Source: an optimization exercise on an open RTL-to-GDS flow (aim: small area, a short achievable clock period and few clock cycles per item). Production flows keep margins and buffers that such runs may drop. Only simulation tests tie the RTL to the original design; equivalence was not proved.

juniper:
==> flow/design.v (excerpt) <==
module fir_1(
    input clk,
    input reset_p,
    input [15:0]x,
    input act,
    output reg [15:0]y,
    output ready
    );
Size: roughly 310 flip-flops, roughly 36 I/O pins, about 0.026 mm2 of cells after synthesis.
Settings: LEC_CHECK=0, ABC_AREA=1, CAP_MARGIN=20, CORE_MARGIN=2, CORE_UTILIZATION=40, CTS_BUF_LIST=sky130_fd_sc_hd__clkbuf_16, CTS_CLUSTER_DIAMETER=150, CTS_CLUSTER_SIZE=20, GPL_ROUTABILITY_DRIVEN=0, SLEW_MARGIN=20, SYNTH_HIERARCHICAL=1, SYNTH_MINIMUM_KEEP_SIZE=0; clock period 10.0 ns.
standard.sh (not shown) runs the stock make flow with config.mk's settings and CLKGATE_MAP_FILE= SYNTH_SCRIPT=/design/flow/synth_recipe.tcl, a recipe that flattens the netlist after the stock synthesis.
==> flow/flow/run.sh <==
#!/bin/bash
set -euo pipefail
bash standard.sh SETUP_SLACK_MARGIN=6.0 finish > standard.log 2>&1
juniper ended with every stage complete and zero timing, DRC or antenna violations.
Testbench counts of juniper, summed over its fixed seeds: cycles 3,200, items 3,200.
Inputs modified between juniper and willow:
- GPL_ROUTABILITY_DRIVEN no longer set, was 0
==> flow/flow/run.sh <==
#!/bin/bash
set -euo pipefail
bash standard.sh SETUP_SLACK_MARGIN=5.6 finish > standard.log 2>&1
[summary]
- Worst-case reg-to-reg path depth: willow lower than juniper
- Compared with juniper, maximum frequency in willow decreased by a few percent.
Modified inputs, sierra compared to willow
==> flow/flow/run.sh <==
#!/bin/bash
set -euo pipefail
bash standard.sh SETUP_SLACK_MARGIN=6.0 finish > standard.log 2>&1
## What came out
In sierra the fmax turned out about 5% higher than in willow.
Number of instances in the synthesized netlist: willow vs sierra identical
When the final numbers for willow and sierra were put side by side, the global-route usage turned out to be greater in sierra.
[compare] base=willow new=sierra: met1 usage in global routing saw an increase; count of clock-net buffers in the final layout saw an increase.
## Diff of input files: harbor against sierra
- swapping 150 for 120 in CTS_CLUSTER_DIAMETER
- swapping 20 for 26 in CTS_CLUSTER_SIZE
Notes after the runs:
- Comparing sierra with harbor, the layout-stage area growth over the synthesis result came out essentially unchanged.
- Both conditions hold for harbor: the flow ran to the end and the final layout passed the timing, design-rule and antenna checks.
- Between sierra and harbor, the clock network latency to the later pin of the worst-skew pair figures differ only marginally.
- harbor against sierra: largest fanout of any net on the critical path saw an increase.
Inputs modified between harbor and amber:
- a change of CTS_CLUSTER_DIAMETER from 120 to 150
- a change of CORE_UTILIZATION from 40 to 55
- a change of CTS_CLUSTER_SIZE from 26 to 20
Results
Every stage of the flow completed for amber, and the final layout passed the timing, design-rule and antenna checks. For the wire length reported by the detailed router, amber came in about 5.6% higher than harbor did. In the tables for amber and harbor, highest net fanout along the worst path reads lower with harbor.
### amber -> delta
- ABC_AREA removed (was 1)
- CORE_UTILIZATION changed from 55 to 40
==> notes.md <==
No stage failed in amber, and the final checks on the layout all came back clean.
Every stage of the flow completed for delta, and the final layout passed the timing, design-rule and antenna checks.
y[12] as the destination of the critical timing path was reported by delta, and p4[16] by amber.
The final reports for delta and amber show number of global-route vias before repair lower in the former.
amber → delta: mux cell area share after synthesis picked up an extra 11 points, top fanout value on the critical path has decreased, number of antenna violations at the first check in global routing essentially unchanged, peak per-stage delay on the critical path picked up an extra 0.13 ns.
Summary of delta over amber: post-CTS resize count down 4; headroom to the max-slew limit up 15 points.

========
== wip/xenon ==
Another version of the RTL of fir_1 (not shown whole).
Size in the first run: ~2700 cells after synthesis, ~36 I/O pins, ~0.025 mm^2 of cells after synthesis.
make LEC_CHECK=0 ABC_AREA=1 CAP_MARGIN=20 CORE_MARGIN=2 CORE_UTILIZATION=40 SETUP_SLACK_MARGIN=5 SLEW_MARGIN=20 SYNTH_HIERARCHICAL=1 SYNTH_MINIMUM_KEEP_SIZE=0 finish   # period 10.0 ns
run.sh (not shown) runs the stock make flow with config.mk's settings and CLKGATE_MAP_FILE= SYNTH_SCRIPT=/design/flow/synth_recipe.tcl, a recipe that flattens the netlist after the stock synthesis.
Stock flow here: none of the scripts above is used.
Testbench counts of wip/xenon, summed over its fixed seeds: cycles 3,200, items 3,200.
Here is what was changed in the inputs of wip/violet compared with wip/xenon.
diff --git a/flow/config.mk b/flow/config.mk
--- a/flow/config.mk
+++ b/flow/config.mk
@@ -6,5 +6,4 @@
 export NUM_CORES = 4
 export LEC_CHECK = 0
-export ABC_AREA = 1
 export CAP_MARGIN = 20
 export CORE_MARGIN = 2
--- outcome ---
- The post-synthesis instance total of wip/violet is lower than that of wip/xenon.
- Compared with wip/xenon, the router placed fewer vias in wip/violet.
- | global-route usage | higher: wip/xenon |
- wip/violet: clock network latency to the later pin of the worst-skew pair 50 ps above wip/xenon
- Compare wip/xenon and wip/violet | post-route clock period utilization higher: wip/violet
- Routed wire length is higher on wip/xenon
- Per the comparison of wip/violet with wip/xenon, sequential share of cell area rose 1.3 points; met2 usage in global routing fell 4.3 points.
### wip/violet -> wip/garnet
diff --git a/flow/config.mk b/flow/config.mk
--- a/flow/config.mk
+++ b/flow/config.mk
@@ -8,5 +8,5 @@
 export CAP_MARGIN = 20
 export CORE_MARGIN = 2
-export CORE_UTILIZATION = 40
+export CORE_UTILIZATION = 55
 export SETUP_SLACK_MARGIN = 5
 export SLEW_MARGIN = 20
Results
Looking only at deepest level of the CTS H-tree, and setting everything else aside, the lower value of wip/violet and wip/garnet goes to wip/violet.
Relative to wip/violet, wip/garnet degrades setup slack at placement.
The core of wip/garnet is more densely filled than that of wip/violet.
Looking at critical-path maximum fanout, wip/garnet sits 1 above wip/violet.
Looking at count of placed standard cells including taps across wip/violet and wip/garnet, the one that comes out higher is wip/violet.
Compared with wip/violet, wip/garnet supports a lower clock frequency.
Summary of wip/garnet over wip/violet: total routed wire length on the met1 layer grew by about 1.4%, least setup slack across all paths after layout shrank by 49 ps.

## port drivers added, routing unchanged
The results above use ideal ports. As a check the final layouts listed here were re-extracted and re-timed, cells and wires unchanged.
Step 1 (the two cells are an assumption about what drives the block):
set clk [get_ports {clk}]
set_driving_cell -lib_cell sky130_fd_sc_hd__clkbuf_16 $clk
set_driving_cell -lib_cell sky130_fd_sc_hd__buf_2 [delete_from_list [all_inputs] $clk]
Step 2 also shifts input and output timing later by t, the mid clock arrival at the registers, as if the neighbouring blocks saw the same clock.
a / b / c = ideal / step 1 / step 2; a / b = the first two.
run	t (ns)	slack for setup (ns)	worst setup path at the end
juniper	0.587	5.844 / 5.865 / 5.278	input to register
willow	0.615	5.707 / 5.707 / 5.200	input to register
sierra	0.597	5.904 / 5.904 / 5.379	input to register
harbor	0.602	5.906 / 5.900 / 5.298	input to register
amber	0.617	5.748 / 5.748 / 5.204	input to register
delta	0.598	5.190 / 5.190 / 4.666	input to register
wip/xenon	0.607	5.180 / 5.209 / 4.614	input to register
wip/violet	0.657	4.787 / 4.787 / 4.183	input to register
wip/garnet	0.590	4.737 / 4.764 / 4.182	input to register
After both steps every run listed still meets setup and hold. The setup slack of harbor, which loses most, moves by -0.006 ns with the drivers and by -0.608 ns with both steps.
